What follows belongs to an exercise in optimizing a design on an open flow for small area and a short achievable clock period; a production flow would make more cautious choices. The RTL was checked by simulation tests, not by an equivalence proof against the original design. Power and IR drop assume default switching activity.

==> design/flow/design.v <==
module sparc_exu_alu
(
   alu_byp_rd_data_e, exu_ifu_brpc_e, exu_lsu_ldst_va_e,
   exu_lsu_early_va_e, exu_mmu_early_va_e, alu_ecl_add_n64_e,
   alu_ecl_add_n32_e, alu_ecl_log_n64_e, alu_ecl_log_n32_e,
   alu_ecl_zhigh_e, alu_ecl_zlow_e, exu_ifu_regz_e,
   alu_ecl_adderin2_63_e, alu_ecl_adderin2_31_e,
   alu_ecl_adder_out_63_e, alu_ecl_cout32_e, alu_ecl_cout64_e_l,
   alu_ecl_mem_addr_invalid_e_l,
   cen, rclk, byp_alu_rs1_data_e, byp_alu_rs2_data_e_l,
   byp_alu_rs3_data_e, byp_alu_rcc_data_e, ecl_alu_cin_e,
   ifu_exu_invert_d, ecl_alu_log_sel_and_e, ecl_alu_log_sel_or_e,
   ecl_alu_log_sel_xor_e, ecl_alu_log_sel_move_e,
   ecl_alu_out_sel_sum_e_l, ecl_alu_out_sel_rs3_e_l,
   ecl_alu_out_sel_shift_e_l, ecl_alu_out_sel_logic_e_l,
   shft_alu_shift_out_e, ecl_alu_sethi_inst_e, ifu_lsu_casa_e
   );
   input cen;
   input rclk;
   input [63:0] byp_alu_rs1_data_e;
   input [63:0] byp_alu_rs2_data_e_l;
   input [63:0] byp_alu_rs3_data_e;
   input [63:0] byp_alu_rcc_data_e;
   input        ecl_alu_cin_e;
   input        ifu_exu_invert_d;
   input        ecl_alu_log_sel_and_e;
   input        ecl_alu_log_sel_or_e;
   input        ecl_alu_log_sel_xor_e;
   input        ecl_alu_log_sel_move_e;
   input        ecl_alu_out_sel_sum_e_l;
   input        ecl_alu_out_sel_rs3_e_l;
   input        ecl_alu_out_sel_shift_e_l;
   input        ecl_alu_out_sel_logic_e_l;
   input [63:0] shft_alu_shift_out_e;
   input        ecl_alu_sethi_inst_e;
   input        ifu_lsu_casa_e;
   output [63:0] alu_byp_rd_data_e;
   output [47:0] exu_ifu_brpc_e;
   output [47:0] exu_lsu_ldst_va_e;
   output [10:3] exu_lsu_early_va_e;
   output [7:0]  exu_mmu_early_va_e;
   output        alu_ecl_add_n64_e;
   output        alu_ecl_add_n32_e;
   output        alu_ecl_log_n64_e;
   output        alu_ecl_log_n32_e;
   output        alu_ecl_zhigh_e;
   output        alu_ecl_zlow_e;
   output        exu_ifu_regz_e;
   output        alu_ecl_adderin2_63_e;
   output        alu_ecl_adderin2_31_e;
   output        alu_ecl_adder_out_63_e;
   output        alu_ecl_cout32_e;
   output        alu_ecl_cout64_e_l;
   output        alu_ecl_mem_addr_invalid_e_l;
   wire [63:0] a = byp_alu_rs1_data_e;
   wire [63:0] rs2 = ~byp_alu_rs2_data_e_l;
   wire        cin = ecl_alu_cin_e;
   reg invert_e;
   always @(posedge rclk) invert_e <= ifu_exu_invert_d;
   wire [63:0] b;
   alu_bx bx (.rs2_l(byp_alu_rs2_data_e_l), .inv(invert_e), .b(b));
   wire [63:0] p, gn, tn;
   alu_pgen pgen (.gn(gn), .tn(tn), .p(p));
   alu_gt gtgen (.a(a), .b(b), .gn(gn), .tn(tn));
   wire [63:0] g = ~gn, t = ~tn;
   wire [64:0] c;
   alu_carry carry (.gn(gn), .tn(tn), .cin(cin), .c(c));
   wire [63:0] sum;
   alu_sum sumx (.p(p), .c(c[63:0]), .s(sum));
   reg [63:0] sum_q;
   always @(posedge rclk) if (cen) sum_q <= sum;
   wire s_g = ecl_alu_log_sel_and_e | ecl_alu_log_sel_or_e;
   wire s_p = ecl_alu_log_sel_or_e | ecl_alu_log_sel_xor_e;
   wire s_mlo = ecl_alu_log_sel_move_e;
   wire s_mhi = ecl_alu_log_sel_move_e & ~ecl_alu_sethi_inst_e;
   wire o_lg = ~ecl_alu_out_sel_logic_e_l;
   wire [63:0] lk;
   alu_lterm lterm (.gn(gn), .rs2_l(byp_alu_rs2_data_e_l), .kgn(~(s_g & o_lg)),
                    .kmn_lo(~(s_mlo & o_lg)), .kmn_hi(~(s_mhi & o_lg)), .lk(lk));
   alu_rdmux rdmux (.sum_q(sum_q), .rs3(byp_alu_rs3_data_e), .sh(shft_alu_shift_out_e),
                    .p(p), .lk(lk), .sel_sum(~ecl_alu_out_sel_sum_e_l),
                    .sel_rs3(~ecl_alu_out_sel_rs3_e_l), .sel_sh(~ecl_alu_out_sel_shift_e_l),
                    .kp(s_p & o_lg), .rd(alu_byp_rd_data_e));
   assign alu_ecl_log_n64_e = (~gn[63] & s_g) | (p[63] & s_p) | (rs2[63] & s_mhi);
   assign alu_ecl_log_n32_e = (~gn[31] & s_g) | (p[31] & s_p) | (rs2[31] & s_mlo);
   wire zg_lo, zg_hi, zt_lo, zt_hi, zp_lo, zp_hi, zm_lo, zm_hi;
   alu_o64 gz (.x(gn), .olo(zg_lo), .ohi(zg_hi));
   alu_z64 pz (.x(p), .zlo(zp_lo), .zhi(zp_hi), .z());
   assign zt_lo = zg_lo & zp_lo;
   assign zt_hi = zg_hi & zp_hi;
   alu_o64 mz (.x(byp_alu_rs2_data_e_l), .olo(zm_lo), .ohi(zm_hi));
   assign lg_zlo = (ecl_alu_log_sel_and_e & zg_lo) | (ecl_alu_log_sel_or_e & zt_lo) |
                   (ecl_alu_log_sel_xor_e & zp_lo) | (ecl_alu_log_sel_move_e & zm_lo);
   assign lg_zhi = (ecl_alu_log_sel_and_e & zg_hi) | (ecl_alu_log_sel_or_e & zt_hi) |
                   (ecl_alu_log_sel_xor_e & zp_hi) |
                   (ecl_alu_log_sel_move_e & (zm_hi | ecl_alu_sethi_inst_e));
   wire spr_zlo, spr_zhi, lg_zlo, lg_zhi;
   alu_sprz sprz (.p(p), .tn(tn), .cin(cin), .zlo(spr_zlo), .zhi(spr_zhi));
   assign alu_ecl_zlow_e  = ecl_alu_out_sel_sum_e_l ? lg_zlo : spr_zlo;
   assign alu_ecl_zhigh_e = ecl_alu_out_sel_sum_e_l ? lg_zhi : spr_zhi;
   alu_va va (.a(a), .sum_q(sum_q), .casa(ifu_lsu_casa_e), .ncasa(~ifu_lsu_casa_e),
              .va(exu_lsu_ldst_va_e),
              .ok_l(alu_ecl_mem_addr_invalid_e_l));
   alu_z64 rccz (.x(byp_alu_rcc_data_e), .zlo(), .zhi(), .z(exu_ifu_regz_e));
   assign exu_ifu_brpc_e = sum_q[47:0];
   assign exu_lsu_early_va_e = sum_q[10:3];
   assign exu_mmu_early_va_e = sum_q[7:0];
   assign alu_ecl_add_n64_e = sum_q[63];
   assign alu_ecl_adder_out_63_e = sum_q[63];
   assign alu_ecl_add_n32_e = sum_q[31];
   assign alu_ecl_adderin2_63_e = b[63];
   assign alu_ecl_adderin2_31_e = b[31];
   assign alu_ecl_cout32_e = c[32];
   assign alu_ecl_cout64_e_l = ~c[64];
endmodule
module alu_bx (rs2_l, inv, b);
   input [63:0] rs2_l;
   input inv;
   output [63:0] b;
   assign b = ~rs2_l ^ {64{inv}};
endmodule
module alu_pgen (gn, tn, p);
   input [63:0] gn, tn;
   output [63:0] p;
   assign p = gn & ~tn;
endmodule
module alu_gt (a, b, gn, tn);
   input [63:0] a, b;
   output [63:0] gn, tn;
   assign gn = ~(a & b);
   assign tn = ~(a | b);
endmodule
module alu_sum (p, c, s);
   input [63:0] p, c;
   output [63:0] s;
   assign s = p ^ c;
endmodule
module alu_logic (gn, p, rs2, sel_and, sel_or, sel_xor, sel_mov, sethi, lgn);
   input [63:0] gn, p, rs2;
   wire [63:0] g = ~gn;
   input sel_and, sel_or, sel_xor, sel_mov, sethi;
   output [63:0] lgn;
   wire s_g = sel_and | sel_or;
   wire s_p = sel_or | sel_xor;
   wire s_mlo = sel_mov;
   wire s_mhi = sel_mov & ~sethi;
   assign lgn = ~((g & {64{s_g}}) | (p & {64{s_p}}) |
                  (rs2 & {{32{s_mhi}}, {32{s_mlo}}}));
endmodule
module alu_lterm (gn, rs2_l, kgn, kmn_lo, kmn_hi, lk);
   input [63:0] gn, rs2_l;
   input kgn, kmn_lo, kmn_hi;
   output [63:0] lk;
   assign lk = ~((gn | {64{kgn}}) & (rs2_l | {{32{kmn_hi}}, {32{kmn_lo}}}));
endmodule
module alu_rdmux (sum_q, rs3, sh, p, lk, sel_sum, sel_rs3, sel_sh, kp, rd);
   input [63:0] sum_q, rs3, sh, p, lk;
   input sel_sum, sel_rs3, sel_sh, kp;
   output [63:0] rd;
   wire [63:0] y0n = ~((sum_q & {64{sel_sum}}) | (rs3 & {64{sel_rs3}}) | (sh & {64{sel_sh}}));
   wire [63:0] y1n = ~((p & {64{kp}}) | lk);
   assign rd = ~(y0n & y1n);
endmodule
module alu_outmux (sum_q, rs3, sh, lgn, sel_sum, sel_rs3, sel_sh, sel_lg_l, rd);
   input [63:0] sum_q, rs3, sh, lgn;
   input sel_sum, sel_rs3, sel_sh, sel_lg_l;
   output [63:0] rd;
   wire [63:0] y0n = ~((sum_q & {64{sel_sum}}) | (rs3 & {64{sel_rs3}}));
   wire [63:0] y1n = ~((~lgn & ~{64{sel_lg_l}}) | (sh & {64{sel_sh}}));
   assign rd = ~(y0n & y1n);
endmodule
module alu_sprz (p, tn, cin, zlo, zhi);
   input [63:0] p, tn;
   input cin;
   output zlo, zhi;
   wire [63:0] spr = p ^ {~tn[62:0], cin};
   assign zlo = ~(|spr[31:0]);
   assign zhi = ~(|spr[63:32]);
endmodule
module alu_z64 (x, zlo, zhi, z);
   input [63:0] x;
   output zlo, zhi, z;
   assign zlo = ~(|x[31:0]);
   assign zhi = ~(|x[63:32]);
   assign z = ~(|x);
endmodule
module alu_o64 (x, olo, ohi);
   input [63:0] x;
   output olo, ohi;
   assign olo = &x[31:0];
   assign ohi = &x[63:32];
endmodule
module alu_va (a, sum_q, casa, ncasa, va, ok_l);
   input [63:0] a, sum_q;
   input casa, ncasa;    
   output [47:0] va;
   output ok_l;
   assign va = (a[47:0] & {48{casa}}) | (sum_q[47:0] & {48{ncasa}});
   wire a_ok = (&a[63:47]) | ~(|a[63:47]);
   wire s_ok = (&sum_q[63:47]) | ~(|sum_q[63:47]);
   assign ok_l = (casa & a_ok) | (ncasa & s_ok);
endmodule
module alu_carry (gn, tn, cin, c);
   input [63:0] gn, tn;
   wire [63:0] g = ~gn, t = ~tn;
   input cin;
   output [64:0] c;    
   wire bg0_0 = g[0];
   wire bt0_0 = t[0];
   wire bg0_1 = g[1];
   wire bt0_1 = t[1];
   wire bg0_2 = g[2];
   wire bt0_2 = t[2];
   wire bg0_3 = g[3];
   wire bt0_3 = t[3];
   wire bg0_4 = g[4];
   wire bt0_4 = t[4];
   wire bg0_5 = g[5];
   wire bt0_5 = t[5];
   wire bg0_6 = g[6];
   wire bt0_6 = t[6];
   wire bg0_7 = g[7];
   wire bt0_7 = t[7];
   wire bg0_8 = g[8];
   wire bt0_8 = t[8];
   wire bg0_9 = g[9];
   wire bt0_9 = t[9];
   wire bg0_10 = g[10];
   wire bt0_10 = t[10];
   wire bg0_11 = g[11];
   wire bt0_11 = t[11];
   wire bg0_12 = g[12];
   wire bt0_12 = t[12];
   wire bg0_13 = g[13];
   wire bt0_13 = t[13];
   wire bg0_14 = g[14];
   wire bt0_14 = t[14];
   wire bg0_15 = g[15];
   wire bt0_15 = t[15];
   wire bg0_16 = g[16];
   wire bt0_16 = t[16];
   wire bg0_17 = g[17];
   wire bt0_17 = t[17];
   wire bg0_18 = g[18];
   wire bt0_18 = t[18];
   wire bg0_19 = g[19];
   wire bt0_19 = t[19];
   wire bg0_20 = g[20];
   wire bt0_20 = t[20];
   wire bg0_21 = g[21];
   wire bt0_21 = t[21];
   wire bg0_22 = g[22];
   wire bt0_22 = t[22];
   wire bg0_23 = g[23];
   wire bt0_23 = t[23];
   wire bg0_24 = g[24];
   wire bt0_24 = t[24];
   wire bg0_25 = g[25];
   wire bt0_25 = t[25];
   wire bg0_26 = g[26];
   wire bt0_26 = t[26];
   wire bg0_27 = g[27];
   wire bt0_27 = t[27];
   wire bg0_28 = g[28];
   wire bt0_28 = t[28];
   wire bg0_29 = g[29];
   wire bt0_29 = t[29];
   wire bg0_30 = g[30];
   wire bt0_30 = t[30];
   wire bg0_31 = g[31];
   wire bt0_31 = t[31];
   wire bg0_32 = g[32];
   wire bt0_32 = t[32];
   wire bg0_33 = g[33];
   wire bt0_33 = t[33];
   wire bg0_34 = g[34];
   wire bt0_34 = t[34];
   wire bg0_35 = g[35];
   wire bt0_35 = t[35];
   wire bg0_36 = g[36];
   wire bt0_36 = t[36];
   wire bg0_37 = g[37];
   wire bt0_37 = t[37];
   wire bg0_38 = g[38];
   wire bt0_38 = t[38];
   wire bg0_39 = g[39];
   wire bt0_39 = t[39];
   wire bg0_40 = g[40];
   wire bt0_40 = t[40];
   wire bg0_41 = g[41];
   wire bt0_41 = t[41];
   wire bg0_42 = g[42];
   wire bt0_42 = t[42];
   wire bg0_43 = g[43];
   wire bt0_43 = t[43];
   wire bg0_44 = g[44];
   wire bt0_44 = t[44];
   wire bg0_45 = g[45];
   wire bt0_45 = t[45];
   wire bg0_46 = g[46];
   wire bt0_46 = t[46];
   wire bg0_47 = g[47];
   wire bt0_47 = t[47];
   wire bg0_48 = g[48];
   wire bt0_48 = t[48];
   wire bg0_49 = g[49];
   wire bt0_49 = t[49];
   wire bg0_50 = g[50];
   wire bt0_50 = t[50];
   wire bg0_51 = g[51];
   wire bt0_51 = t[51];
   wire bg0_52 = g[52];
   wire bt0_52 = t[52];
   wire bg0_53 = g[53];
   wire bt0_53 = t[53];
   wire bg0_54 = g[54];
   wire bt0_54 = t[54];
   wire bg0_55 = g[55];
   wire bt0_55 = t[55];
   wire bg0_56 = g[56];
   wire bt0_56 = t[56];
   wire bg0_57 = g[57];
   wire bt0_57 = t[57];
   wire bg0_58 = g[58];
   wire bt0_58 = t[58];
   wire bg0_59 = g[59];
   wire bt0_59 = t[59];
   wire bg0_60 = g[60];
   wire bt0_60 = t[60];
   wire bg0_61 = g[61];
   wire bt0_61 = t[61];
   wire bg0_62 = g[62];
   wire bt0_62 = t[62];
   wire bg0_63 = g[63];
   wire bt0_63 = t[63];
   wire bg1_1 = bg0_1 | (bt0_1 & bg0_0);
   wire bt1_1 = bt0_1 & bt0_0;
   wire bg1_3 = bg0_3 | (bt0_3 & bg0_2);
   wire bt1_3 = bt0_3 & bt0_2;
   wire bg1_5 = bg0_5 | (bt0_5 & bg0_4);
   wire bt1_5 = bt0_5 & bt0_4;
   wire bg1_7 = bg0_7 | (bt0_7 & bg0_6);
   wire bt1_7 = bt0_7 & bt0_6;
   wire bg1_9 = bg0_9 | (bt0_9 & bg0_8);
   wire bt1_9 = bt0_9 & bt0_8;
   wire bg1_11 = bg0_11 | (bt0_11 & bg0_10);
   wire bt1_11 = bt0_11 & bt0_10;
   wire bg1_13 = bg0_13 | (bt0_13 & bg0_12);
   wire bt1_13 = bt0_13 & bt0_12;
   wire bg1_15 = bg0_15 | (bt0_15 & bg0_14);
   wire bt1_15 = bt0_15 & bt0_14;
   wire bg1_17 = bg0_17 | (bt0_17 & bg0_16);
   wire bt1_17 = bt0_17 & bt0_16;
   wire bg1_19 = bg0_19 | (bt0_19 & bg0_18);
   wire bt1_19 = bt0_19 & bt0_18;
   wire bg1_21 = bg0_21 | (bt0_21 & bg0_20);
   wire bt1_21 = bt0_21 & bt0_20;
   wire bg1_23 = bg0_23 | (bt0_23 & bg0_22);
   wire bt1_23 = bt0_23 & bt0_22;
   wire bg1_25 = bg0_25 | (bt0_25 & bg0_24);
   wire bt1_25 = bt0_25 & bt0_24;
   wire bg1_27 = bg0_27 | (bt0_27 & bg0_26);
   wire bt1_27 = bt0_27 & bt0_26;
   wire bg1_29 = bg0_29 | (bt0_29 & bg0_28);
   wire bt1_29 = bt0_29 & bt0_28;
   wire bg1_31 = bg0_31 | (bt0_31 & bg0_30);
   wire bt1_31 = bt0_31 & bt0_30;
   wire bg1_33 = bg0_33 | (bt0_33 & bg0_32);
   wire bt1_33 = bt0_33 & bt0_32;
   wire bg1_35 = bg0_35 | (bt0_35 & bg0_34);
   wire bt1_35 = bt0_35 & bt0_34;
   wire bg1_37 = bg0_37 | (bt0_37 & bg0_36);
   wire bt1_37 = bt0_37 & bt0_36;
   wire bg1_39 = bg0_39 | (bt0_39 & bg0_38);
   wire bt1_39 = bt0_39 & bt0_38;
   wire bg1_41 = bg0_41 | (bt0_41 & bg0_40);
   wire bt1_41 = bt0_41 & bt0_40;
   wire bg1_43 = bg0_43 | (bt0_43 & bg0_42);
   wire bt1_43 = bt0_43 & bt0_42;
   wire bg1_45 = bg0_45 | (bt0_45 & bg0_44);
   wire bt1_45 = bt0_45 & bt0_44;
   wire bg1_47 = bg0_47 | (bt0_47 & bg0_46);
   wire bt1_47 = bt0_47 & bt0_46;
   wire bg1_49 = bg0_49 | (bt0_49 & bg0_48);
   wire bt1_49 = bt0_49 & bt0_48;
   wire bg1_51 = bg0_51 | (bt0_51 & bg0_50);
   wire bt1_51 = bt0_51 & bt0_50;
   wire bg1_53 = bg0_53 | (bt0_53 & bg0_52);
   wire bt1_53 = bt0_53 & bt0_52;
   wire bg1_55 = bg0_55 | (bt0_55 & bg0_54);
   wire bt1_55 = bt0_55 & bt0_54;
   wire bg1_57 = bg0_57 | (bt0_57 & bg0_56);
   wire bt1_57 = bt0_57 & bt0_56;
   wire bg1_59 = bg0_59 | (bt0_59 & bg0_58);
   wire bt1_59 = bt0_59 & bt0_58;
   wire bg1_61 = bg0_61 | (bt0_61 & bg0_60);
   wire bt1_61 = bt0_61 & bt0_60;
   wire bg1_63 = bg0_63 | (bt0_63 & bg0_62);
   wire bt1_63 = bt0_63 & bt0_62;
   wire bg2_3 = bg1_3 | (bt1_3 & bg1_1);
   wire bt2_3 = bt1_3 & bt1_1;
   wire bg2_7 = bg1_7 | (bt1_7 & bg1_5);
   wire bt2_7 = bt1_7 & bt1_5;
   wire bg2_11 = bg1_11 | (bt1_11 & bg1_9);
   wire bt2_11 = bt1_11 & bt1_9;
   wire bg2_15 = bg1_15 | (bt1_15 & bg1_13);
   wire bt2_15 = bt1_15 & bt1_13;
   wire bg2_19 = bg1_19 | (bt1_19 & bg1_17);
   wire bt2_19 = bt1_19 & bt1_17;
   wire bg2_23 = bg1_23 | (bt1_23 & bg1_21);
   wire bt2_23 = bt1_23 & bt1_21;
   wire bg2_27 = bg1_27 | (bt1_27 & bg1_25);
   wire bt2_27 = bt1_27 & bt1_25;
   wire bg2_31 = bg1_31 | (bt1_31 & bg1_29);
   wire bt2_31 = bt1_31 & bt1_29;
   wire bg2_35 = bg1_35 | (bt1_35 & bg1_33);
   wire bt2_35 = bt1_35 & bt1_33;
   wire bg2_39 = bg1_39 | (bt1_39 & bg1_37);
   wire bt2_39 = bt1_39 & bt1_37;
   wire bg2_43 = bg1_43 | (bt1_43 & bg1_41);
   wire bt2_43 = bt1_43 & bt1_41;
   wire bg2_47 = bg1_47 | (bt1_47 & bg1_45);
   wire bt2_47 = bt1_47 & bt1_45;
   wire bg2_51 = bg1_51 | (bt1_51 & bg1_49);
   wire bt2_51 = bt1_51 & bt1_49;
   wire bg2_55 = bg1_55 | (bt1_55 & bg1_53);
   wire bt2_55 = bt1_55 & bt1_53;
   wire bg2_59 = bg1_59 | (bt1_59 & bg1_57);
   wire bt2_59 = bt1_59 & bt1_57;
   wire bg2_63 = bg1_63 | (bt1_63 & bg1_61);
   wire bt2_63 = bt1_63 & bt1_61;
   wire bg3_7 = bg2_7 | (bt2_7 & bg2_3);
   wire bt3_7 = bt2_7 & bt2_3;
   wire bg3_15 = bg2_15 | (bt2_15 & bg2_11);
   wire bt3_15 = bt2_15 & bt2_11;
   wire bg3_23 = bg2_23 | (bt2_23 & bg2_19);
   wire bt3_23 = bt2_23 & bt2_19;
   wire bg3_31 = bg2_31 | (bt2_31 & bg2_27);
   wire bt3_31 = bt2_31 & bt2_27;
   wire bg3_39 = bg2_39 | (bt2_39 & bg2_35);
   wire bt3_39 = bt2_39 & bt2_35;
   wire bg3_47 = bg2_47 | (bt2_47 & bg2_43);
   wire bt3_47 = bt2_47 & bt2_43;
   wire bg3_55 = bg2_55 | (bt2_55 & bg2_51);
   wire bt3_55 = bt2_55 & bt2_51;
   wire bg3_63 = bg2_63 | (bt2_63 & bg2_59);
   wire bt3_63 = bt2_63 & bt2_59;
   wire bg4_15 = bg3_15 | (bt3_15 & bg3_7);
   wire bt4_15 = bt3_15 & bt3_7;
   wire bg4_31 = bg3_31 | (bt3_31 & bg3_23);
   wire bt4_31 = bt3_31 & bt3_23;
   wire bg4_47 = bg3_47 | (bt3_47 & bg3_39);
   wire bt4_47 = bt3_47 & bt3_39;
   wire bg4_63 = bg3_63 | (bt3_63 & bg3_55);
   wire bt4_63 = bt3_63 & bt3_55;
   wire bg5_31 = bg4_31 | (bt4_31 & bg4_15);
   wire bt5_31 = bt4_31 & bt4_15;
   wire bg5_63 = bg4_63 | (bt4_63 & bg4_47);
   wire bt5_63 = bt4_63 & bt4_47;
   wire bg6_63 = bg5_63 | (bt5_63 & bg5_31);
   wire bt6_63 = bt5_63 & bt5_31;
   wire bg7_47 = bg4_47 | (bt4_47 & bg5_31);
   wire bt7_47 = bt4_47 & bt5_31;
   wire bg8_23 = bg3_23 | (bt3_23 & bg4_15);
   wire bt8_23 = bt3_23 & bt4_15;
   wire bg8_39 = bg3_39 | (bt3_39 & bg5_31);
   wire bt8_39 = bt3_39 & bt5_31;
   wire bg8_55 = bg3_55 | (bt3_55 & bg7_47);
   wire bt8_55 = bt3_55 & bt7_47;
   wire bg9_11 = bg2_11 | (bt2_11 & bg3_7);
   wire bt9_11 = bt2_11 & bt3_7;
   wire bg9_19 = bg2_19 | (bt2_19 & bg4_15);
   wire bt9_19 = bt2_19 & bt4_15;
   wire bg9_27 = bg2_27 | (bt2_27 & bg8_23);
   wire bt9_27 = bt2_27 & bt8_23;
   wire bg9_35 = bg2_35 | (bt2_35 & bg5_31);
   wire bt9_35 = bt2_35 & bt5_31;
   wire bg9_43 = bg2_43 | (bt2_43 & bg8_39);
   wire bt9_43 = bt2_43 & bt8_39;
   wire bg9_51 = bg2_51 | (bt2_51 & bg7_47);
   wire bt9_51 = bt2_51 & bt7_47;
   wire bg9_59 = bg2_59 | (bt2_59 & bg8_55);
   wire bt9_59 = bt2_59 & bt8_55;
   wire bg10_5 = bg1_5 | (bt1_5 & bg2_3);
   wire bt10_5 = bt1_5 & bt2_3;
   wire bg10_9 = bg1_9 | (bt1_9 & bg3_7);
   wire bt10_9 = bt1_9 & bt3_7;
   wire bg10_13 = bg1_13 | (bt1_13 & bg9_11);
   wire bt10_13 = bt1_13 & bt9_11;
   wire bg10_17 = bg1_17 | (bt1_17 & bg4_15);
   wire bt10_17 = bt1_17 & bt4_15;
   wire bg10_21 = bg1_21 | (bt1_21 & bg9_19);
   wire bt10_21 = bt1_21 & bt9_19;
   wire bg10_25 = bg1_25 | (bt1_25 & bg8_23);
   wire bt10_25 = bt1_25 & bt8_23;
   wire bg10_29 = bg1_29 | (bt1_29 & bg9_27);
   wire bt10_29 = bt1_29 & bt9_27;
   wire bg10_33 = bg1_33 | (bt1_33 & bg5_31);
   wire bt10_33 = bt1_33 & bt5_31;
   wire bg10_37 = bg1_37 | (bt1_37 & bg9_35);
   wire bt10_37 = bt1_37 & bt9_35;
   wire bg10_41 = bg1_41 | (bt1_41 & bg8_39);
   wire bt10_41 = bt1_41 & bt8_39;
   wire bg10_45 = bg1_45 | (bt1_45 & bg9_43);
   wire bt10_45 = bt1_45 & bt9_43;
   wire bg10_49 = bg1_49 | (bt1_49 & bg7_47);
   wire bt10_49 = bt1_49 & bt7_47;
   wire bg10_53 = bg1_53 | (bt1_53 & bg9_51);
   wire bt10_53 = bt1_53 & bt9_51;
   wire bg10_57 = bg1_57 | (bt1_57 & bg8_55);
   wire bt10_57 = bt1_57 & bt8_55;
   wire bg10_61 = bg1_61 | (bt1_61 & bg9_59);
   wire bt10_61 = bt1_61 & bt9_59;
   wire bg11_2 = bg0_2 | (bt0_2 & bg1_1);
   wire bt11_2 = bt0_2 & bt1_1;
   wire bg11_4 = bg0_4 | (bt0_4 & bg2_3);
   wire bt11_4 = bt0_4 & bt2_3;
   wire bg11_6 = bg0_6 | (bt0_6 & bg10_5);
   wire bt11_6 = bt0_6 & bt10_5;
   wire bg11_8 = bg0_8 | (bt0_8 & bg3_7);
   wire bt11_8 = bt0_8 & bt3_7;
   wire bg11_10 = bg0_10 | (bt0_10 & bg10_9);
   wire bt11_10 = bt0_10 & bt10_9;
   wire bg11_12 = bg0_12 | (bt0_12 & bg9_11);
   wire bt11_12 = bt0_12 & bt9_11;
   wire bg11_14 = bg0_14 | (bt0_14 & bg10_13);
   wire bt11_14 = bt0_14 & bt10_13;
   wire bg11_16 = bg0_16 | (bt0_16 & bg4_15);
   wire bt11_16 = bt0_16 & bt4_15;
   wire bg11_18 = bg0_18 | (bt0_18 & bg10_17);
   wire bt11_18 = bt0_18 & bt10_17;
   wire bg11_20 = bg0_20 | (bt0_20 & bg9_19);
   wire bt11_20 = bt0_20 & bt9_19;
   wire bg11_22 = bg0_22 | (bt0_22 & bg10_21);
   wire bt11_22 = bt0_22 & bt10_21;
   wire bg11_24 = bg0_24 | (bt0_24 & bg8_23);
   wire bt11_24 = bt0_24 & bt8_23;
   wire bg11_26 = bg0_26 | (bt0_26 & bg10_25);
   wire bt11_26 = bt0_26 & bt10_25;
   wire bg11_28 = bg0_28 | (bt0_28 & bg9_27);
   wire bt11_28 = bt0_28 & bt9_27;
   wire bg11_30 = bg0_30 | (bt0_30 & bg10_29);
   wire bt11_30 = bt0_30 & bt10_29;
   wire bg11_32 = bg0_32 | (bt0_32 & bg5_31);
   wire bt11_32 = bt0_32 & bt5_31;
   wire bg11_34 = bg0_34 | (bt0_34 & bg10_33);
   wire bt11_34 = bt0_34 & bt10_33;
   wire bg11_36 = bg0_36 | (bt0_36 & bg9_35);
   wire bt11_36 = bt0_36 & bt9_35;
   wire bg11_38 = bg0_38 | (bt0_38 & bg10_37);
   wire bt11_38 = bt0_38 & bt10_37;
   wire bg11_40 = bg0_40 | (bt0_40 & bg8_39);
   wire bt11_40 = bt0_40 & bt8_39;
   wire bg11_42 = bg0_42 | (bt0_42 & bg10_41);
   wire bt11_42 = bt0_42 & bt10_41;
   wire bg11_44 = bg0_44 | (bt0_44 & bg9_43);
   wire bt11_44 = bt0_44 & bt9_43;
   wire bg11_46 = bg0_46 | (bt0_46 & bg10_45);
   wire bt11_46 = bt0_46 & bt10_45;
   wire bg11_48 = bg0_48 | (bt0_48 & bg7_47);
   wire bt11_48 = bt0_48 & bt7_47;
   wire bg11_50 = bg0_50 | (bt0_50 & bg10_49);
   wire bt11_50 = bt0_50 & bt10_49;
   wire bg11_52 = bg0_52 | (bt0_52 & bg9_51);
   wire bt11_52 = bt0_52 & bt9_51;
   wire bg11_54 = bg0_54 | (bt0_54 & bg10_53);
   wire bt11_54 = bt0_54 & bt10_53;
   wire bg11_56 = bg0_56 | (bt0_56 & bg8_55);
   wire bt11_56 = bt0_56 & bt8_55;
   wire bg11_58 = bg0_58 | (bt0_58 & bg10_57);
   wire bt11_58 = bt0_58 & bt10_57;
   wire bg11_60 = bg0_60 | (bt0_60 & bg9_59);
   wire bt11_60 = bt0_60 & bt9_59;
   wire bg11_62 = bg0_62 | (bt0_62 & bg10_61);
   wire bt11_62 = bt0_62 & bt10_61;
   assign c[0] = cin;
   assign c[1] = bg0_0 | (bt0_0 & cin);
   assign c[2] = bg1_1 | (bt1_1 & cin);
   assign c[3] = bg11_2 | (bt11_2 & cin);
   assign c[4] = bg2_3 | (bt2_3 & cin);
   assign c[5] = bg11_4 | (bt11_4 & cin);
   assign c[6] = bg10_5 | (bt10_5 & cin);
   assign c[7] = bg11_6 | (bt11_6 & cin);
   assign c[8] = bg3_7 | (bt3_7 & cin);
   assign c[9] = bg11_8 | (bt11_8 & cin);
   assign c[10] = bg10_9 | (bt10_9 & cin);
   assign c[11] = bg11_10 | (bt11_10 & cin);
   assign c[12] = bg9_11 | (bt9_11 & cin);
   assign c[13] = bg11_12 | (bt11_12 & cin);
   assign c[14] = bg10_13 | (bt10_13 & cin);
   assign c[15] = bg11_14 | (bt11_14 & cin);
   assign c[16] = bg4_15 | (bt4_15 & cin);
   assign c[17] = bg11_16 | (bt11_16 & cin);
   assign c[18] = bg10_17 | (bt10_17 & cin);
   assign c[19] = bg11_18 | (bt11_18 & cin);
   assign c[20] = bg9_19 | (bt9_19 & cin);
   assign c[21] = bg11_20 | (bt11_20 & cin);
   assign c[22] = bg10_21 | (bt10_21 & cin);
   assign c[23] = bg11_22 | (bt11_22 & cin);
   assign c[24] = bg8_23 | (bt8_23 & cin);
   assign c[25] = bg11_24 | (bt11_24 & cin);
   assign c[26] = bg10_25 | (bt10_25 & cin);
   assign c[27] = bg11_26 | (bt11_26 & cin);
   assign c[28] = bg9_27 | (bt9_27 & cin);
   assign c[29] = bg11_28 | (bt11_28 & cin);
   assign c[30] = bg10_29 | (bt10_29 & cin);
   assign c[31] = bg11_30 | (bt11_30 & cin);
   assign c[32] = bg5_31 | (bt5_31 & cin);
   assign c[33] = bg11_32 | (bt11_32 & cin);
   assign c[34] = bg10_33 | (bt10_33 & cin);
   assign c[35] = bg11_34 | (bt11_34 & cin);
   assign c[36] = bg9_35 | (bt9_35 & cin);
   assign c[37] = bg11_36 | (bt11_36 & cin);
   assign c[38] = bg10_37 | (bt10_37 & cin);
   assign c[39] = bg11_38 | (bt11_38 & cin);
   assign c[40] = bg8_39 | (bt8_39 & cin);
   assign c[41] = bg11_40 | (bt11_40 & cin);
   assign c[42] = bg10_41 | (bt10_41 & cin);
   assign c[43] = bg11_42 | (bt11_42 & cin);
   assign c[44] = bg9_43 | (bt9_43 & cin);
   assign c[45] = bg11_44 | (bt11_44 & cin);
   assign c[46] = bg10_45 | (bt10_45 & cin);
   assign c[47] = bg11_46 | (bt11_46 & cin);
   assign c[48] = bg7_47 | (bt7_47 & cin);
   assign c[49] = bg11_48 | (bt11_48 & cin);
   assign c[50] = bg10_49 | (bt10_49 & cin);
   assign c[51] = bg11_50 | (bt11_50 & cin);
   assign c[52] = bg9_51 | (bt9_51 & cin);
   assign c[53] = bg11_52 | (bt11_52 & cin);
   assign c[54] = bg10_53 | (bt10_53 & cin);
   assign c[55] = bg11_54 | (bt11_54 & cin);
   assign c[56] = bg8_55 | (bt8_55 & cin);
   assign c[57] = bg11_56 | (bt11_56 & cin);
   assign c[58] = bg10_57 | (bt10_57 & cin);
   assign c[59] = bg11_58 | (bt11_58 & cin);
   assign c[60] = bg9_59 | (bt9_59 & cin);
   assign c[61] = bg11_60 | (bt11_60 & cin);
   assign c[62] = bg10_61 | (bt10_61 & cin);
   assign c[63] = bg11_62 | (bt11_62 & cin);
   assign c[64] = bg6_63 | (bt6_63 & cin);
endmodule
==> design/flow/flow/run.sh <==
#!/bin/bash
# The standard layout (standard.sh) with two changes:
#  - the smallest buffer (buf_1) on every port;
#  - synthesis maps with ABC script flow/abc.script (in a copy of ORFS's
#    scripts folder, where it replaces abc_speed.script).
# Extra ORFS settings: 'CTS_ARGS=-sink_clustering_enable -repair_clock_nets -sink_clustering_size 30 -sink_clustering_max_diameter 100 -buf_list sky130_fd_sc_hd__clkbuf_8 -dont_use_dummy_load'
# Each ORFS step writes its full log under orfs/logs/; make's output goes to
# standard_flow.log.
set -euo pipefail
rm -rf scripts_abc
cp -r "$FLOW_HOME/scripts" scripts_abc
cp flow/abc.script scripts_abc/abc_speed.script
export BUFFER_PORTS_ARGS="-buffer_cell sky130_fd_sc_hd__buf_1"
bash standard.sh SCRIPTS_DIR="$PWD/scripts_abc" 'CTS_ARGS=-sink_clustering_enable -repair_clock_nets -sink_clustering_size 30 -sink_clustering_max_diameter 100 -buf_list sky130_fd_sc_hd__clkbuf_8 -dont_use_dummy_load' finish > standard_flow.log 2>&1
==> design/flow/flow/abc.script <==
&get -n
&st
&syn2
&dch -f
&nf -p -R 10
&put
topo
stime -c
dnsize -c
==> design/flow/standard.sh <==
#!/bin/bash
# synth_recipe.tcl (not shown) runs the flow's synth.tcl, then flattens the netlist and writes it again
# the make line also repeats each setting of config.mk as NAME=value (left out here)
make -C /OpenROAD-flow-scripts/flow DESIGN_CONFIG=/design/flow/config.mk WORK_HOME=/design/flow/orfs CLKGATE_MAP_FILE= SYNTH_SCRIPT=/design/flow/synth_recipe.tcl "${@:-finish}"
==> design/flow/config.mk <==
export PLATFORM = sky130hd
export DESIGN_NAME = sparc_exu_alu
export DESIGN_NICKNAME = sparc_exu_alu
export VERILOG_FILES = /design/flow/design.v
export SDC_FILE = /design/flow/constraint.sdc
export NUM_CORES = 4
export LEC_CHECK = 0
export CAP_MARGIN = 20
export CORE_MARGIN = 2
export CORE_UTILIZATION = 40
export CTS_BUF_LIST = sky130_fd_sc_hd__clkbuf_8
export CTS_CLUSTER_DIAMETER = 100
export CTS_CLUSTER_SIZE = 30
export PLACE_DENSITY = 0.88
export SETUP_SLACK_MARGIN = 2.95
export SLEW_MARGIN = 20
export SYNTH_HIERARCHICAL = 1
==> design/flow/constraint.sdc <==
create_clock -name core_clock -period 9.0 [get_ports {rclk}]
set_input_delay 1.8000 -clock core_clock [delete_from_list [all_inputs] [get_ports {rclk}]]
set_output_delay 1.8000 -clock core_clock [all_outputs]
set_load 0.01 [all_outputs]
==> reports/results.tsv, run 1 <==
stage	metric	value	unit
setup_path	R2R Setup Slk	4860	ps
timing	final setup fails	0	
setup_path	startpoint types	input pin	
setup_path	Stages on worst setup path	10	
timing	Slew @ Worst Pin	1040	ps
setup_path	Critical Path End Type	output port	
clocking	clock latency (worst-skew pair)	370	ps
timing	Slew Limit Fails	0	
clocking	clock sink count	65	
detailed_routing	final wirelength	46.8	mm
global_routing	initial antenna violation count	4	
setup_path	r2r worst-path depth	15	
timing	minimum clock period	5980	ps
setup_path	worst path bufs/invs	2	
power	pwr/cell area	141	mW/mm2
floorplanning	DIE WIDTH	154	um
power	Pwr Total	1.59	mW
timing	Slew HR	30.6	%
global_routing	pin count of the biggest net entering global routing	65	
min_path	Hold Path Class	flip-flop to flip-flop	
global_routing	first-pass GRT wire length	67.6	mm
clocking	Inserted Clock Buffers	9	
clocking	clock buffer depth	2	
timing	RSZ-0062 raised after global routing	no	
clocking	CTS Root Cell	clkbuf_8	
detailed_routing	wire per inst	23.8	um
clocking	H-tree Lvls	3	
setup_path	Top delay family on crit path	simple AND/OR/NAND/NOR gates	
setup_path	CP Data Required Time	7200	ps
detailed_routing	antenna viol nets, final	0	
clocking	Clk pin slew, worst setup/hold paths	80	ps
setup_path	CP startpoint	byp_alu_rs2_data_e_l[31]	
place	Port Buffer Count	522	
power	Internal Power	0.822	mW
timing	post-route clock period utilization	66.5	%
finish	Synth-to-Final Area Change	24.7	%
power	combinational share of power	56.2	%
clocking	cts hold-fix bufs	0	
floorplanning	Core Area	0.0224	mm2
timing	Final Skew	16.5	ps
finish	commonest non-fill, non-tap cell in the layout	buf_1	
synth	synth warn	7	
finish	Nets	2013	
floorplanning	Vert. Die Dim	154	um
timing	final hold violation count	0	
power	Lkg Pwr	3.52	nW
detailed_routing	Vias	12875	
timing	WHS	1230	ps
finish	layout cells sized above 1	4.00	%
timing	Fmax achieved	0.167	GHz
setup_path	CP endpoint	alu_ecl_zlow_e	
place	placed wire-length estimate	36.2	mm
power	sequential share of power	30.5	%
setup_path	crit path max-delay cell type	nor2_1	
setup_path	critical path peak fanout	6	
finish	most frequent cells in the layout	519 x buf_1, 154 x nand2_1, 126 x xnor2_1	
floorplanning	Die Area	0.0238	mm2
setup_path	reg2reg end	sum_q[39]	
place	Routability Congestion	1.01	
detailed_routing	Pre-antenna DRT Iters	10	
detailed_routing	# DRC	0	
finish	final core occ	50.2	%
setup_path	Crit path largest cell delay	450	ps
global_routing	GRT Resource Usage Total	36.7	%
floorplanning	FP Rows	55	
floorplanning	IO Count	523	
detailed_routing	Iteration-0 DRC Markers	2116	
setup_path	kind of critical path	input pin to output port	
synth	Syn Std Cell Area	0.00904	mm2
global_routing	GR Overflow Total	0	
flow_run	number of max-cap violations	0	
setup_path	Worst EP arrival	4180	ps
status	status	finished clean	
setup_path	worst path cell trace	buf_1 > xnor2_1 > nor2_1 > nor2b_1 > nor4_1 > nand4_1 > nor2_1 > a222oi_1 > a31oi_1 > buf_1	
global_routing	vias in the first global route	11869	
power	clock power share	13.2	%
floorplanning	Starting Density	40.3	%
clocking	CTS tree	yes	
synth	Post-Synthesis Cells	1194	
synth	Net Count, Synth	1528	
power	switching share of power	48.3	%
power	Net Sw Power	0.768	mW
setup_path	launch point of the worst reg-to-reg path	invert_e	
timing	setup tns final	0	ps
detailed_routing	Vias/cell	6.55	
power	VDD IR max	0.0519	mV
synth	syn_area_per_cell	7.57	um2
==> through the flow <==
stage | instance area, um2 | setup slack (ps) | std cells
2_1_floorplan | 9040 | 3040 | 1194
3_3_place_gp | 11000 | 2170 | 1946
3_5_place_dp | 11000 | 2080 | 1946
4_1_cts | 11200 | 2930 | 1958
5_1_grt | 11300 | 2860 | 1963
6_report | 11300 | 3020 | 1965
==> final cells by class <==
cell class / count / area (um2)
clock buffers: 9 / 124
multi-input cells: 1027 / 6600
well taps: 285 / 357
diodes: 3 / 7.51
flip-flops and latches: 65 / 1950
repair buffers: 540 / 2100
inverters: 36 / 138
fillers: 2336 / 11200
==> worst register-to-register path, delay by kind of cell, from the launching register on <==
family                 cells  cell delay (ps)
AO/OA/AOI/OAI              3              800
XOR/XNOR                   2              340
buffers and inverters      3              790
flip-flops                 1              730
AND/OR/NAND/NOR            7             1190
==> power by group through the flow <==
stage | Sequential [mW] | Combinational [mW] | Clock (mW)
floorplan | 0.461 | 0.586 | 0
global placement | 0.486 | 0.841 | 0
detailed placement | 0.488 | 0.850 | 0
CTS | 0.482 | 0.864 | 0.213
global route | 0.488 | 0.957 | 0.224
finish | 0.485 | 0.894 | 0.210
==> flip-flops by register name (all words and copies together) (netlist names) <==
signal    count
invert_e      1
sum_q        64
==> routing by layer <==
layer,vias to the layer above,part of all wire [%],GRT usage (%)
met4,2,6.7,20.6
met2,1166,47,63.3
met5,-,0.036,0
li1,5519,-,-
met1,5940,35,42.9
met3,248,11,6.98
==> repair_timing <==
action | CTS | global route
buffers inserted | 3 | 4
pin swaps | 3 | 13
endpoints found under the setup margin | 5 | 2
gates resized for setup | 16 | 26
==> worst min path at each step <==
stage	from	end	slack [ps]	cells after the start
after CTS	invert_e	sum_q[1]	1250	4
after floorplan	invert_e	sum_q[3]	1510	4
after global routing	invert_e	sum_q[17]	1300	4
after global placement	invert_e	sum_q[25]	1210	4
after detailed placement	invert_e	sum_q[27]	1220	4
final	invert_e	sum_q[1]	1230	4
==> inputs of run 2 (changes only) <==
--- a/design/flow/config.mk
+++ b/design/flow/config.mk
@@ -11,7 +11,7 @@
 export CTS_BUF_LIST = sky130_fd_sc_hd__clkbuf_8
 export CTS_CLUSTER_DIAMETER = 100
 export CTS_CLUSTER_SIZE = 30
-export PLACE_DENSITY = 0.88
+export PLACE_DENSITY = 0.75
 export SETUP_SLACK_MARGIN = 2.95
 export SLEW_MARGIN = 20
 export SYNTH_HIERARCHICAL = 1
==> run 2 against run 1 <==
Against the previous run:
- sequential cell count unchanged
- core utilization decreased by 0.10 points
- hold slack better by 53 ps
- count of clock-buffer cells in the layout stayed put
- first-iteration DRC count down 24%
- critical path type unchanged
==> reports/results.tsv, run 2 <==
stage	metric	value	unit
status	status	finished clean	
timing	post-route clock period utilization	66.2	%
synth	Syn Std Cell Area	0.00904	mm2
detailed_routing	Vias	12335	
timing	WHS	1290	ps
power	Pwr Total	1.60	mW
timing	final hold violation count	0	
place	Port Buffer Count	522	
timing	Slew Limit Fails	0	
setup_path	worst path cell trace	buf_1 > nor2_1 > or2_4 > buf_4 > o22ai_1 > a21oi_1 > nand2_1 > buf_1	
flow_run	number of max-cap violations	0	
floorplanning	DIE WIDTH	154	um
power	pwr/cell area	142	mW/mm2
finish	layout cells sized above 1	3.95	%
timing	Slew HR	22.9	%
setup_path	CP Data Required Time	7200	ps
timing	Slew @ Worst Pin	1160	ps
setup_path	CP endpoint	alu_byp_rd_data_e[48]	
finish	Top reg by flops	sum_q	
finish	multi-input logic area	0.00660	mm2
detailed_routing	Pre-antenna DRT Iters	10	
finish	fill cell count	2368	
setup_path	R2R Setup Slk	4800	ps
synth	syn_area_per_cell	7.57	um2
finish	Register Area	0.00195	mm2
setup_path	reg2reg end	sum_q[63]	
clocking	CTS tree	yes	
global_routing	pin count of the biggest net entering global routing	65	
clocking	clock buffer depth	2	
timing	Fmax achieved	0.168	GHz
timing	final setup fails	0	
clocking	H-tree Lvls	3	
timing	RSZ-0062 raised after global routing	no	
setup_path	crit path max-delay cell type	buf_4	
clocking	cts hold-fix bufs	0	
detailed_routing	Vias/cell	6.29	
setup_path	launch point of the worst reg-to-reg path	invert_e	
floorplanning	Vert. Die Dim	154	um
detailed_routing	Iteration-0 DRC Markers	1613	
synth	synth warn	7	
clocking	Inserted Clock Buffers	9	
place	Routability Congestion	1.01	
detailed_routing	wire per inst	24.3	um
timing	Final Skew	18.9	ps
finish	commonest non-fill, non-tap cell in the layout	buf_1	
min_path	Hold Path Class	flip-flop to flip-flop	
timing	minimum clock period	5950	ps
finish	Largest regs	sum_q (64), invert_e (1)	
synth	Post-Synthesis Cells	1194	
global_routing	GRT Resource Usage Total	37.9	%
setup_path	kind of critical path	input pin to output port	
floorplanning	Starting Density	40.3	%
finish	Nets	2009	
floorplanning	FP Rows	55	
global_routing	GR Overflow Total	0	
global_routing	first-pass GRT wire length	69.0	mm
setup_path	startpoint types	input pin	
finish	most frequent cells in the layout	519 x buf_1, 155 x nand2_1, 127 x xnor2_1	
floorplanning	Die Area	0.0238	mm2
setup_path	CP startpoint	ecl_alu_log_sel_or_e	
setup_path	r2r worst-path depth	17	
power	Lkg Pwr	3.49	nW
finish	Synth-to-Final Area Change	24.4	%
setup_path	most frequent CP cell	buf_1	
detailed_routing	antenna viol nets, final	0	
floorplanning	Core Area	0.0224	mm2
global_routing	vias in the first global route	11575	
setup_path	Critical Path End Type	output port	
finish	max reg flops	64	
clocking	clock sink count	65	
place	placed wire-length estimate	37.0	mm
synth	Net Count, Synth	1528	
detailed_routing	final wirelength	47.6	mm
setup_path	Worst EP arrival	4150	ps
detailed_routing	# DRC	0	
clocking	clock latency (worst-skew pair)	390	ps
setup_path	critical path peak fanout	40	
clocking	Clk pin slew, worst setup/hold paths	70	ps
clocking	CTS Root Cell	clkbuf_8	
global_routing	initial antenna violation count	3	
power	VDD IR max	0.0519	mV
timing	setup tns final	0	ps
floorplanning	IO Count	523	
setup_path	Crit path largest cell delay	530	ps
[run 2: cell type report]
cell class	count	share of cell area, %
tap	285	3.17
timing repair buffer	536	18.4
multi-input combinational	1027	58.7
clock buffer	9	1.10
antenna	4	0.0890
sequential	65	17.3
inverter	36	1.22
[run 2: metrics by stage]
stage	instance area, um2	utilization (%)	setup WS, ps	instances
6_report	11200	50.1	3050	1962
5_1_grt	11200	50.1	2880	1960
4_1_cts	11100	49.7	2900	1957
3_5_place_dp	10900	48.8	2240	1945
3_3_place_gp	10900	48.8	2320	1945
2_1_floorplan	9040	-	3040	1194
[run 2: how the worst min path moves through the flow]
stage             start        end  slack, ps  cells past startpoint
4_1_cts        invert_e  sum_q[25]       1260                      4
5_1_grt        invert_e  sum_q[25]       1340                      4
3_3_place_gp   invert_e   sum_q[1]       1230                      4
2_1_floorplan  invert_e   sum_q[3]       1510                      4
3_5_place_dp   invert_e   sum_q[1]       1250                      4
6_report       invert_e   sum_q[1]       1290                      4
[run 2: worst max-delay path, delay by kind of cell]
kind            cells  cell delay [ps]
buf+inv             3              950
simple gates        3              920
compound gates      2              450
[run 2: per-layer routing]
layer | share of wire (%) | track usage, % | up-vias
li1 | - | - | 5507
met1 | 36 | 42.8 | 5826
met2 | 50 | 68.1 | 845
met3 | 8.6 | 6.28 | 155
met4 | 5.4 | 20.7 | 2
met5 | 0.034 | 0 | -
[run 2: timing repair]
action | CTS | global route
hold endpoints to repair | 0 | 0
endpoints found under the setup margin | 3 | 2
setup buffers | 3 | 1
gates resized for setup | 11 | 34
pin swaps | 4 | 4
[run 2: power breakdown]
| part | leakage, nW | internal (mW) | switching, mW |
|---|---|---|---|
| clock network | 0.0647 | 0.0897 | 0.132 |
| registers | 0.637 | 0.416 | 0.0628 |
| logic | 2.79 | 0.315 | 0.580 |
| total | 3.49 | 0.821 | 0.775 |
==> inputs of run 3 (changes only) <==
--- a/design/flow/config.mk
+++ b/design/flow/config.mk
@@ -11,7 +11,7 @@
 export CTS_BUF_LIST = sky130_fd_sc_hd__clkbuf_8
 export CTS_CLUSTER_DIAMETER = 100
 export CTS_CLUSTER_SIZE = 30
-export PLACE_DENSITY = 0.75
-export SETUP_SLACK_MARGIN = 2.95
+export GPL_ROUTABILITY_DRIVEN = 0
+export SETUP_SLACK_MARGIN = 2.85
 export SLEW_MARGIN = 20
 export SYNTH_HIERARCHICAL = 1
==> run 3 against run 2 <==
Against the previous run:
- setup slack worse by 71 ps
- maximum frequency is 1.2% lower
- via count is 1.8% lower
- synthesized cell count stayed put
- critical path type unchanged
- largest cell class unchanged
- largest power group unchanged
==> reports/results.tsv, run 3 <==
stage	metric	value	unit
global_routing	GRT Resource Usage Total	35.7	%
detailed_routing	Iteration-0 DRC Markers	1392	
finish	most frequent cells in the layout	519 x buf_1, 155 x nand2_1, 127 x xnor2_1	
timing	final setup fails	0	
power	Net Sw Power	0.747	mW
power	switching share of power	47.6	%
power	Lkg Pwr	3.52	nW
power	combinational share of power	55.7	%
global_routing	first-pass GRT wire length	65.1	mm
floorplanning	Starting Density	40.3	%
setup_path	R2R Setup Slk	4910	ps
global_routing	M3 GR Usage	6.14	%
setup_path	most frequent CP cell	buf_1	
finish	fill cell count	2444	
clocking	Inserted Clock Buffers	9	
clocking	Clk pin slew, worst setup/hold paths	90	ps
global_routing	global route hottest layer	met2	
floorplanning	Die Area	0.0238	mm2
detailed_routing	final wirelength	45.4	mm
min_path	Hold Path Class	flip-flop to flip-flop	
finish	Nets	2015	
timing	RSZ-0062 raised after global routing	yes	
setup_path	kind of critical path	input pin to output port	
finish	Finished Layout Cells	1971	
synth	synth warn	7	
floorplanning	FP Rows	55	
power	pwr/cell area	140	mW/mm2
timing	final hold violation count	0	
power	VDD IR max	0.0556	mV
timing	post-route clock period utilization	66.9	%
setup_path	Crit path largest cell delay	730	ps
finish	multi-input logic area	0.00653	mm2
synth	Net Count, Synth	1528	
finish	max reg flops	64	
timing	Final Skew	19.7	ps
detailed_routing	Pre-antenna DRT Iters	9	
detailed_routing	Vias	12119	
floorplanning	DIE WIDTH	154	um
clocking	cts hold-fix bufs	0	
power	Pwr Total	1.57	mW
finish	commonest non-fill, non-tap cell in the layout	buf_1	
min_path	hold path depth	4	
finish	final core occ	50.1	%
finish	Register Area	0.00195	mm2
synth	syn_area_per_cell	7.57	um2
global_routing	initial antenna violation count	8	
status	status	finished clean	
power	sequential share of power	30.6	%
clocking	clock buffer depth	2	
clocking	clock latency (worst-skew pair)	360	ps
setup_path	CP Data Required Time	7200	ps
setup_path	Critical Path End Type	output port	
floorplanning	Vert. Die Dim	154	um
clocking	H-tree Lvls	3	
finish	Synth-to-Final Area Change	24.4	%
timing	minimum clock period	6030	ps
global_routing	pin count of the biggest net entering global routing	65	
finish	Largest regs	sum_q (64), invert_e (1)	
setup_path	crit path max-delay cell type	or2_2	
floorplanning	Core Area	0.0224	mm2
place	placed instance count	1946	
flow_run	number of max-cap violations	0	
setup_path	launch point of the worst reg-to-reg path	invert_e	
detailed_routing	# DRC	0	
global_routing	GR Overflow Total	0	
global_routing	GRT met2 Usage	63.2	%
place	placed wire-length estimate	35.6	mm
global_routing	vias in the first global route	11185	
setup_path	worst path cell trace	buf_1 > nor2_1 > or2_2 > buf_4 > o22ai_1 > a21oi_1 > nand2_1 > buf_1	
timing	Fmax achieved	0.166	GHz
place	Port Buffer Count	522	
global_routing	met1 Resource Use GR	41.8	%
timing	Slew @ Worst Pin	1110	ps
setup_path	Worst EP arrival	4230	ps
setup_path	reg2reg end	sum_q[59]	
setup_path	startpoint types	input pin	
clocking	CTS tree	yes	
floorplanning	IO Count	523	
finish	layout cells sized above 1	3.10	%
setup_path	critical path peak fanout	33	
setup_path	r2r worst-path depth	16	
clocking	clock sink count	65	
min_path	hold_sp	invert_e	
detailed_routing	Vias/cell	6.15	
synth	Post-Synthesis Cells	1194	
finish	Top reg by flops	sum_q	
detailed_routing	wire per inst	23.0	um
timing	Slew Limit Fails	0	
power	Internal Power	0.823	mW
synth	Syn Std Cell Area	0.00904	mm2
timing	Slew HR	25.6	%
min_path	Worst Hold End	sum_q[11]	
detailed_routing	antenna viol nets, final	0	
clocking	CTS Root Cell	clkbuf_8	
timing	setup tns final	0	ps
power	clock power share	13.6	%
==> run 3: layer usage <==
metal	part of all wire, %	up-vias
met4	4.5	2
met3	8.9	125
li1	-	5520
met1	37	5696
met2	49	776
met5	0.029	-
==> run 3: final cells by class <==
cell class / count / area share [%]
tap: 285 / 3.17
sequential: 65 / 17.3
inverter: 36 / 1.22
clock buffer: 9 / 1.10
multi-input combinational: 1027 / 58.1
antenna: 7 / 0.156
timing repair buffer: 542 / 19.0
==> run 3: stage by stage <==
step / hold WS, ps / setup WS (ps) / area (um2)
6_report: 1260 / 2970 / 11200
3_3_place_gp: 1230 / 2240 / 10900
3_5_place_dp: 1220 / 2120 / 11000
5_1_grt: 1340 / 2790 / 11200
2_1_floorplan: 1510 / 2900 / 9040
4_1_cts: 1260 / 2850 / 11100
==> run 3: how the worst max path moves through the flow <==
| stage | depth (start not counted) | end | slack (ps) | startpoint |
|---|---|---|---|---|
| 4_1_cts | 16 | alu_ecl_cout64_e_l | 2850 | byp_alu_rs2_data_e_l[17] |
| 3_3_place_gp | 16 | alu_ecl_cout64_e_l | 2240 | byp_alu_rs2_data_e_l[17] |
| 2_1_floorplan | 4 | alu_byp_rd_data_e[0] | 2900 | ecl_alu_log_sel_or_e |
| 3_5_place_dp | 16 | alu_ecl_cout64_e_l | 2120 | byp_alu_rs2_data_e_l[17] |
| 5_1_grt | 16 | alu_ecl_cout64_e_l | 2790 | byp_alu_rs2_data_e_l[19] |
| 6_report | 8 | alu_byp_rd_data_e[47] | 2970 | ecl_alu_log_sel_or_e |
==> run 3: power by group through the flow <==
stage / Sequential, mW / Clock [mW] / Combinational [mW]
2_1_floorplan: 0.461 / 0 / 0.586
3_3_place_gp: 0.484 / 0 / 0.838
3_5_place_dp: 0.484 / 0 / 0.843
4_1_cts: 0.478 / 0.220 / 0.853
5_1_grt: 0.486 / 0.224 / 0.943
6_report: 0.481 / 0.214 / 0.875
==> run 3: what timing repair did <==
item,4_1_cts,5_1_grt
endpoints found under the hold margin,0,0
pin swaps,1,10
endpoints found under the setup margin,1,2
resized for setup,9,10
buffers inserted,1,8
==> run 3: worst max-delay path, delay by kind of cell <==
kind	cells	cell delay (ps)
compound gates	2	290
buf+inv	3	870
simple gates	3	1220
==> inputs of run 4 (changes only) <==
--- a/design/flow/config.mk
+++ b/design/flow/config.mk
@@ -11,7 +11,7 @@
 export CTS_BUF_LIST = sky130_fd_sc_hd__clkbuf_8
 export CTS_CLUSTER_DIAMETER = 100
 export CTS_CLUSTER_SIZE = 30
-export GPL_ROUTABILITY_DRIVEN = 0
-export SETUP_SLACK_MARGIN = 2.85
+export SETUP_SLACK_MARGIN = 3.0
 export SLEW_MARGIN = 20
 export SYNTH_HIERARCHICAL = 1
+export TNS_END_PERCENT = 0
==> run 4 against run 3 <==
Against the previous run:
- first-iteration DRC count up 12%
- critical path type unchanged
- sequential share of layout area down 0.052 points
- core utilization up 0.15 points
- maximum frequency up 0.45%
- largest power group unchanged
- power up 0.55%
- cell count down 0.20%
- global-route usage up 0.86 points
==> reports/results.tsv, run 4 <==
stage	metric	value	unit
finish	post-route cell area	0.0113	mm2
floorplanning	FP Rows	55	
timing	final hold violation count	0	
finish	most frequent cells in the layout	518 x buf_1, 154 x nand2_1, 123 x xnor2_1	
global_routing	met1 Resource Use GR	43.5	%
timing	post-route clock period utilization	66.6	%
clocking	Inserted Clock Buffers	9	
power	switching share of power	47.9	%
place	placed wire-length estimate	36.0	mm
floorplanning	Starting Density	40.3	%
timing	Fmax achieved	0.167	GHz
detailed_routing	# DRC	0	
detailed_routing	antenna viol nets, final	0	
setup_path	reg2reg end	sum_q[39]	
status	status	finished clean	
finish	Synth-to-Final Area Change	24.8	%
finish	Largest regs	sum_q (64), invert_e (1)	
timing	Slew @ Worst Pin	1120	ps
power	pwr/cell area	140	mW/mm2
floorplanning	Die Area	0.0238	mm2
synth	Net Count, Synth	1528	
place	Routability Congestion	0.963	
detailed_routing	Iteration-0 DRC Markers	1565	
clocking	CTS Root Cell	clkbuf_8	
global_routing	initial antenna violation count	6	
timing	Final Skew	7.09	ps
power	VDD IR max	0.0745	mV
timing	WHS	1230	ps
detailed_routing	wire per inst	23.6	um
place	Port Buffer Count	522	
timing	Slew Limit Fails	0	
clocking	clock latency (worst-skew pair)	370	ps
detailed_routing	final wirelength	46.4	mm
clocking	CTS tree	yes	
setup_path	launch point of the worst reg-to-reg path	invert_e	
clocking	Clk pin slew, worst setup/hold paths	80	ps
floorplanning	Core Area	0.0224	mm2
synth	Syn Std Cell Area	0.00904	mm2
synth	syn_area_per_cell	7.57	um2
clocking	clock sink count	65	
finish	Top reg by flops	sum_q	
setup_path	kind of critical path	input pin to output port	
setup_path	CP endpoint	alu_ecl_cout64_e_l	
finish	fill cell count	2451	
setup_path	startpoint types	input pin	
floorplanning	IO Count	523	
clocking	cts hold-fix bufs	0	
finish	Nets	2012	
place	placed instance count	1945	
finish	max reg flops	64	
setup_path	R2R Setup Slk	4710	ps
power	combinational share of power	55.7	%
detailed_routing	Pre-antenna DRT Iters	10	
finish	Finished Layout Cells	1967	
min_path	Hold Path Class	flip-flop to flip-flop	
timing	final setup fails	0	
place	Placement Setup Slack	2140	ps
global_routing	first-pass GRT wire length	66.6	mm
timing	minimum clock period	6000	ps
timing	RSZ-0062 raised after global routing	yes	
setup_path	r2r worst-path depth	17	
global_routing	GRT Resource Usage Total	36.6	%
global_routing	pin count of the biggest net entering global routing	65	
place	Post-DP Area	0.0109	mm2
global_routing	GRT met2 Usage	65.1	%
global_routing	vias in the first global route	11128	
timing	fin worst setup slack	3000	ps
flow_run	number of max-cap violations	0	
timing	setup tns final	0	ps
finish	layout cells sized above 1	4.18	%
power	sequential share of power	30.5	%
timing	Slew HR	25.1	%
global_routing	M3 GR Usage	6.11	%
global_routing	GR Overflow Total	0	
setup_path	Critical Path End Type	output port	
synth	Post-Synthesis Cells	1194	
global_routing	global route hottest layer	met2	
floorplanning	Vert. Die Dim	154	um
setup_path	critical path peak fanout	5	
setup_path	CP startpoint	byp_alu_rs2_data_e_l[1]	
clocking	H-tree Lvls	3	
detailed_routing	Vias	12235	
power	clock power share	13.8	%
setup_path	CP Data Required Time	7200	ps
detailed_routing	Vias/cell	6.22	
power	Internal Power	0.822	mW
finish	commonest non-fill, non-tap cell in the layout	buf_1	
clocking	clock buffer depth	2	
setup_path	Worst EP arrival	4200	ps
synth	synth warn	7	
floorplanning	DIE WIDTH	154	um
power	Lkg Pwr	3.52	nW
power	Net Sw Power	0.756	mW
[run 4: layer usage]
metal / wire length (um) / vias up
li1: - / 5516
met1: 17300 / 5834
met2: 23200 / 776
met3: 4070 / 109
met4: 1910 / 0
met5: 0 / -
[run 4: worst min path at each step]
stage / start / end / slack [ps] / cells past startpoint
2_1_floorplan: invert_e / sum_q[3] / 1510 / 4
4_1_cts: invert_e / sum_q[27] / 1240 / 4
3_3_place_gp: invert_e / sum_q[1] / 1210 / 4
6_report: invert_e / sum_q[1] / 1230 / 4
3_5_place_dp: invert_e / sum_q[27] / 1210 / 4
5_1_grt: invert_e / sum_q[1] / 1280 / 4
[run 4: layout make-up]
type | instances | area [um2] | share of cell area [%]
Antenna cell | 6 | 15.0 | 0.133
Tap cell | 285 | 357 | 3.16
Sequential cell | 65 | 1950 | 17.3
Clock buffer | 9 | 124 | 1.10
Timing Repair Buffer | 539 | 2090 | 18.5
Inverter | 36 | 138 | 1.22
Multi-Input combinational cell | 1027 | 6610 | 58.6
[run 4: power groups by stage]
stage	Combinational (mW)	Clock, mW	Sequential [mW]
floorplan	0.586	0	0.461
global placement	0.842	0	0.485
detailed placement	0.843	0	0.486
CTS	0.856	0.221	0.479
global route	0.948	0.229	0.487
finish	0.880	0.217	0.482
[run 4: timing repair]
action,4_1_cts,5_1_grt
pin swaps,5,7
setup endpoints to repair,1,3
resized for setup,13,30
setup buffers,5,2
hold endpoints to repair,0,0
[run 4: worst max-delay path, cell delays in order]
cell      delay, ps
buf_1           120
xnor2_1         230
nor2_2           90
buf_4           160
nor4_1          500
and4b_1         310
nand3_1         100
nand3_2         160
a21oi_4          90
inv_4           100
a31oi_4          90
o21ai_1         220
clkinv_1         90
buf_1           130
[run 4: stage by stage]
step / power (mW) / util [%]
after floorplan: 1.05 / -
after global placement: 1.33 / 48.8
after detailed placement: 1.33 / 48.8
after CTS: 1.56 / 49.7
after global routing: 1.66 / 50.3
final: 1.58 / 50.3
==> inputs of run 5 (changes only) <==
--- a/design/flow/config.mk
+++ b/design/flow/config.mk
@@ -11,7 +11,6 @@
 export CTS_BUF_LIST = sky130_fd_sc_hd__clkbuf_8
 export CTS_CLUSTER_DIAMETER = 100
 export CTS_CLUSTER_SIZE = 30
-export SETUP_SLACK_MARGIN = 3.0
+export SETUP_SLACK_MARGIN = 2.7
 export SLEW_MARGIN = 20
 export SYNTH_HIERARCHICAL = 1
-export TNS_END_PERCENT = 0
==> run 5 against run 4 <==
Against the previous run:
- sequential power is essentially flat
- still clean
- largest cell class unchanged
- power fell by 0.96%
- critical path type unchanged
- count of clock-buffer cells in the layout unchanged
- die area unchanged
- final area shrank 1.4%
- critical endpoint is now alu_ecl_zhigh_e
- area after synthesis unchanged
- via count down 0.62%
- synthesized cell count stayed put
- hold slack improved by 41 ps
==> reports/results.tsv, run 5 <==
stage	metric	value	unit
status	status	finished clean	
clocking	CTS Root Cell	clkbuf_8	
timing	fin worst setup slack	2840	ps
floorplanning	IO Count	523	
floorplanning	Vert. Die Dim	154	um
setup_path	Stages on worst setup path	11	
setup_path	Worst EP arrival	4360	ps
setup_path	R2R Setup Slk	4740	ps
floorplanning	FP Rows	55	
detailed_routing	Vias/cell	6.20	
finish	Largest regs	sum_q (64), invert_e (1)	
timing	Slew Limit Fails	0	
clocking	Inserted Clock Buffers	9	
timing	WHS	1270	ps
clocking	clock latency (worst-skew pair)	370	ps
clocking	CTS tree	yes	
global_routing	vias in the first global route	11111	
power	Net Sw Power	0.748	mW
finish	Top reg by flops	sum_q	
detailed_routing	Pre-antenna DRT Iters	10	
finish	max reg flops	64	
timing	RSZ-0062 raised after global routing	no	
setup_path	critical path peak fanout	5	
detailed_routing	antenna viol nets, final	0	
global_routing	pin count of the biggest net entering global routing	65	
detailed_routing	WL met1	17.1	mm
timing	setup tns final	0	ps
finish	Register Area	0.00195	mm2
timing	minimum clock period	6160	ps
floorplanning	Die Area	0.0238	mm2
synth	synth warn	7	
floorplanning	DIE WIDTH	154	um
setup_path	CP endpoint	alu_ecl_zhigh_e	
setup_path	startpoint types	input pin	
setup_path	r2r worst-path depth	17	
finish	most frequent cells in the layout	520 x buf_1, 156 x nand2_1, 127 x xnor2_1	
power	clock power share	13.9	%
setup_path	reg2reg end	sum_q[63]	
min_path	Hold Path Class	flip-flop to flip-flop	
setup_path	crit path max-delay cell type	nor4_1	
detailed_routing	# DRC	0	
global_routing	initial antenna violation count	6	
finish	fill cell count	2453	
setup_path	CP Data Required Time	7200	ps
floorplanning	Core Area	0.0224	mm2
setup_path	CP startpoint	byp_alu_rs2_data_e_l[49]	
finish	final core occ	49.6	%
global_routing	GRT Resource Usage Total	36.5	%
finish	commonest non-fill, non-tap cell in the layout	buf_1	
clocking	cts hold-fix bufs	0	
place	Port Buffer Count	522	
power	combinational share of power	55.4	%
synth	Net Count, Synth	1528	
timing	final setup fails	0	
clocking	clock sink count	65	
setup_path	worst path bufs/invs	2	
finish	Synth-to-Final Area Change	23.1	%
global_routing	GR Overflow Total	0	
detailed_routing	met3 wire len	4.22	mm
clocking	Clk pin slew, worst setup/hold paths	80	ps
timing	Slew HR	26.0	%
power	Pwr Total	1.56	mW
place	Placement Setup Slack	2140	ps
power	VDD IR max	0.0741	mV
setup_path	Crit path largest cell delay	500	ps
detailed_routing	top layer reached by signal wires	met4	
synth	Syn Std Cell Area	0.00904	mm2
finish	layout cells sized above 1	2.22	%
detailed_routing	Iteration-0 DRC Markers	1516	
synth	Post-Synthesis Cells	1194	
timing	Fmax achieved	0.162	GHz
[run 5: cell types whose count changed in the layout (fill, tap and decap cells not counted), moves of 3 or more]
cell	before	now
xnor2_1	123	127
xnor2_2	4	0
buf_4	17	11
o21ai_0	55	58
nor2_1	87	104
nor2_2	20	3
o21ai_1	5	2
[run 5: tightest hold or removal path, cell delays in order (launching register included)]
cell	delay, ps
dfxtp_4	520
xnor2_1	270
nand2_1	110
nand2_1	90
xor2_1	70
[run 5: metrics by stage]
step | instance area, um2 | cells
global placement | 10900 | 1945
finish | 11100 | 1961
detailed placement | 10900 | 1945
CTS | 11100 | 1955
global route | 11100 | 1959
floorplan | 9040 | 1194
[run 5: area by class of cell]
type                            instances  area share [%]
Multi-Input combinational cell       1027            58.4
Timing Repair Buffer                  533            18.4
Sequential cell                        65            17.5
Tap cell                              285            3.21
Inverter                               36            1.23
Clock buffer                            9            1.11
Antenna cell                            6           0.135
[run 5: how the worst min path moves through the flow]
stage                        start  slack [ps]        end  depth (start not counted)
after floorplan           invert_e        1510   sum_q[3]                          4
after global placement    invert_e        1210   sum_q[1]                          4
after detailed placement  invert_e        1210  sum_q[27]                          4
after CTS                 invert_e        1240  sum_q[27]                          4
after global routing      invert_e        1320  sum_q[25]                          4
final                     invert_e        1270  sum_q[25]                          4
[run 5: power groups by stage]
stage | registers [mW] | logic, mW | clock network (mW)
floorplan | 0.461 | 0.586 | 0
global placement | 0.485 | 0.842 | 0
detailed placement | 0.486 | 0.843 | 0
CTS | 0.479 | 0.852 | 0.221
global route | 0.486 | 0.933 | 0.229
finish | 0.481 | 0.865 | 0.217
[run 5: metal layers]
metal  vias up  GRT usage (%)
met2       813           65.0
met3       117           6.16
met4         0           15.9
li1       5502              -
met5         -              0
met1      5727           43.2
[run 5: what timing repair did]
| action | in CTS | in global routing |
|---|---|---|
| buffers inserted | 1 | 0 |
| setup endpoints to repair | 1 | 1 |
| pin swaps | 1 | 1 |
| resized for setup | 6 | 4 |

Re-timed with assumed drivers on the ports (clkbuf_16 on the clock, buf_2 on other inputs), run 5 has 2.824 ns of setup slack against 2.845 ns with ideal ports, and 2.824 ns once port delays also move by the mid clock arrival of 0.408 ns.
